From an optimization exercise on the open Yosys and OpenROAD flow, aimed at small area; shortcuts taken in it are not production practice. RTL that was checked went through simulation tests only; none was proved equivalent to the original.

==> maple: inputs <==
Design cordic_pipelined, start of the top module:
module cordic_pipelined(clk, z0, xn, yn);
  input clk;
  input signed [12:0] z0;
  output [17:0] xn, yn;
  wire signed [12:0] za = z0;
  wire pos_big = za > 13'sh5A0;
  wire neg_big = za < -13'sh5A0;
  wire flip_in = pos_big | neg_big;
  wire d0_c0 = pos_big ? (za < 13'shB40) : neg_big ? (za < -13'shB40) : za[12];
  reg [10:0] k1;
  always @(*) begin
    case ({pos_big, neg_big, d0_c0})
      3'b100: k1 = 11'h1f0;
      3'b101: k1 = 11'h790;
      3'b010: k1 = 11'h070;
      3'b011: k1 = 11'h610;
      3'b001: k1 = 11'h2d0;
      default: k1 = 11'h530;
    endcase
  end
  wire [10:0] z1_c0 = za[10:0] + k1;
  reg f_r1, d0_r1; reg [10:0] z1_r1;
  always @(posedge clk) begin f_r1 <= flip_in; d0_r1 <= d0_c0; z1_r1 <= z1_c0; end
  wire signed [10:0] z1s = z1_r1;
  wire d1_c1 = z1_r1[10];
  wire d2_c1 = d1_c1 ? (z1s < -11'sh1A9) : (z1s < 11'sh1A9);
  reg [8:0] k2;
  always @(*) begin
    case ({d1_c1, d2_c1})
      2'b00: k2 = 9'h177;
      2'b01: k2 = 9'h137;
      2'b10: k2 = 9'h0c9;
      default: k2 = 9'h089;
    endcase
  end
  wire [8:0] z3_c1 = z1_r1[8:0] + k2;
  reg f_r2; reg [2:0] d_r2; reg [8:0] z3_r2;
  always @(posedge clk) begin f_r2 <= f_r1; d_r2 <= {d2_c1, d1_c1, d0_r1}; z3_r2 <= z3_c1; end
  wire signed [8:0] z3s = z3_r2;
  wire d3_c2 = z3_r2[8];
  wire d4_c2 = d3_c2 ? (z3s < -9'sh072) : (z3s < 9'sh072);
  wire d5_c2 = ({d3_c2, d4_c2} == 2'b00) ? (z3s < 9'sd171) :
  ...
Settings: LEC_CHECK=0, CAP_MARGIN=20, CORE_MARGIN=2, CORE_UTILIZATION=60, CTS_BUF_LIST=sky130_fd_sc_hd__clkbuf_8, CTS_CLUSTER_DIAMETER=100, CTS_CLUSTER_SIZE=18, SLEW_MARGIN=20, SYNTH_HIERARCHICAL=1; clock period 5.0 ns.
standard.sh (not shown) runs the stock make flow with config.mk's settings and CLKGATE_MAP_FILE= SYNTH_SCRIPT=/design/flow/synth_recipe.tcl, a recipe that flattens the netlist after the stock synthesis.
==> flow/flow/run.sh <==
#!/bin/bash
# The standard layout (standard.sh: ORFS from synthesis through finish), with two changes:
#  - the input/output port buffers are made from the smallest buffer cell;
#  - synthesis maps the logic with an area-oriented ABC script (flow/abc_area_map.script)
#    in place of ORFS's abc_speed.script. Everything else in synthesis is ORFS's own
#    (run from a copy of ORFS's scripts folder in which only that one file differs).
set -e
rm -rf orfs_scripts
cp -r "$FLOW_HOME/scripts" orfs_scripts
cp flow/abc_area_map.script orfs_scripts/abc_speed.script
export SCRIPTS_DIR="$PWD/orfs_scripts"
export BUFFER_PORTS_ARGS="-buffer_cell sky130_fd_sc_hd__buf_1"
cp standard.sh standard_sh.txt
bash standard.sh > standard.log 2>&1
==> flow/flow/abc_area_map.script <==
strash
dch
map -a
strash
dch
map -a
topo
stime -c
buffer -c
upsize -c
dnsize -c
==> ember: changes against maple <==
--- a/flow/design.v
+++ b/flow/design.v
@@ -768,50 +768,50 @@
   wire ynh10;
   wire ynh11;
   wire ynh12;
   wire ynh13;
   wire ynh14;
   wire ynh15;
   wire ynh16;
   wire ynh17;
-  localparam [31:0] TX0 = 32'h5a401a40;
-  localparam [31:0] TY0 = 32'ha3842385;
+  localparam [31:0] TX0 = 32'h9a401a40;
+  localparam [31:0] TY0 = 32'h23842384;
   localparam [31:0] TX1 = 32'hffc4e0c0;
-  localparam [31:0] TY1 = 32'h0909b155;
-  localparam [31:0] TX2 = 32'ha2deb87a;
-  localparam [31:0] TY2 = 32'haf249520;
-  localparam [31:0] TX3 = 32'h07e344e5;
-  localparam [31:0] TY3 = 32'hf13b697a;
-  localparam [31:0] TX4 = 32'h52f7ec4a;
-  localparam [31:0] TY4 = 32'h0b11752f;
-  localparam [31:0] TX5 = 32'ha6d81865;
-  localparam [31:0] TY5 = 32'hf30e8d30;
-  localparam [31:0] TX6 = 32'h0b3c3fd0;
-  localparam [31:0] TY6 = 32'hadd6964a;
-  localparam [31:0] TX7 = 32'h0aeff750;
-  localparam [31:0] TY7 = 32'haf75510a;
-  localparam [31:0] TX8 = 32'haf37ecf5;
-  localparam [31:0] TY8 = 32'hf5917650;
+  localparam [31:0] TY1 = 32'h8909b155;
+  localparam [31:0] TX2 = 32'h22deb87b;
+  localparam [31:0] TY2 = 32'hef249522;
+  localparam [31:0] TX3 = 32'h47e344e6;
+  localparam [31:0] TY3 = 32'h313b697b;
+  localparam [31:0] TX4 = 32'h12f7ec48;
+  localparam [31:0] TY4 = 32'h8b11752e;
+  localparam [31:0] TX5 = 32'h66d81866;
+  localparam [31:0] TY5 = 32'h330e8d33;
+  localparam [31:0] TX6 = 32'h8b3c3fd1;
+  localparam [31:0] TY6 = 32'hedd69648;
+  localparam [31:0] TX7 = 32'h8aeff751;
+  localparam [31:0] TY7 = 32'hef755108;
+  localparam [31:0] TX8 = 32'hef37ecf7;
+  localparam [31:0] TY8 = 32'h75917651;
   localparam [31:0] TX9 = 32'h54f3cf2a;
   localparam [31:0] TY9 = 32'h025965bf;
-  localparam [31:0] TX10 = 32'hfbbffddf;
-  localparam [31:0] TY10 = 32'h5dd55445;
-  localparam [31:0] TX11 = 32'h5e6e767a;
-  localparam [31:0] TY11 = 32'h0737131f;
+  localparam [31:0] TX10 = 32'hbbbffddd;
+  localparam [31:0] TY10 = 32'hddd55444;
+  localparam [31:0] TX11 = 32'hde6e767b;
+  localparam [31:0] TY11 = 32'h4737131d;
   localparam [31:0] TX12 = 32'hfc766e3f;
   localparam [31:0] TY12 = 32'h56133795;
   localparam [31:0] TX13 = 32'haa7a5e55;
   localparam [31:0] TY13 = 32'hff1f0700;
-  localparam [31:0] TX14 = 32'hf6d24b6f;
-  localparam [31:0] TY14 = 32'h534b2d35;
-  localparam [31:0] TX15 = 32'h0f766ef0;
-  localparam [31:0] TY15 = 32'ha513375a;
-  localparam [31:0] TX16 = 32'hf66e766f;
-  localparam [31:0] TY16 = 32'h53371335;
+  localparam [31:0] TX14 = 32'h76d24b6e;
+  localparam [31:0] TY14 = 32'h134b2d37;
+  localparam [31:0] TX15 = 32'hcf766ef3;
+  localparam [31:0] TY15 = 32'h65133759;
+  localparam [31:0] TX16 = 32'h766e766e;
+  localparam [31:0] TY16 = 32'h13371337;
   localparam [31:0] TX17 = 32'h00000000;
   localparam [31:0] TY17 = 32'haaaaaaaa;
   wire [4:0] ta_c4 = {d4_p4,d3_p4,d2_p4,d1_p4,d0_p4};
   wire [4:0] ta_c5 = {d4_p5,d3_p5,d2_p5,d1_p5,d0_p5};
   wire [4:0] ta_c6 = {d4_p6,d3_p6,d2_p6,d1_p6,d0_p6};
   assign lx0 = TX0[ta_c4];
   assign lx1 = TX1[ta_c5];
   assign lx2 = TX2[ta_c5];
==> notes <==
Of maple and ember, maple has the higher core utilization (gap 0.59 points). Against ember, the cell area of maple is larger by 0.90%. In fmax, ember and maple hardly differ. Area after synthesis is the same in maple and ember. Between ember and maple, the lower flip-flop and latch count is in ember (gap 1). Between ember and maple, the lower hold slack is in maple (gap 0.0023 ns). Register-to-register slack is about the same in ember and maple. Of maple and ember, maple has the higher wire length (gap about 1.9%, measured against ember).
The RTL of maple was laid out without a check of its function.

static timing again, ports no longer ideal:
No port has a modelled driver above. Below, the same layouts with a new extraction and two added sets of constraints. Step 1 sets driving cells, clkbuf_16 on the clock port and buf_2 on the other inputs (assumed; they add their load-dependent delay and slew). Step 2 times the ports against the registers' clock, not the clock port: input delays grow and output delays shrink by t, the midpoint of the rising clock arrivals with the driver on. Three values: ideal ports, drivers, drivers and shift; two values: the first two.
run	shift t [ns]	setup slack, ns	worst hold slack (ns)	clock arrival spread, ns
maple	0.558	0.127 / 0.127 / 0.127	0.329 / 0.329 / 0.329	0.022 / 0.023
ember	0.570	0.133 / 0.133 / 0.133	0.331 / 0.331 / 0.331	0.017 / 0.017
After both steps every run listed still meets setup and hold.
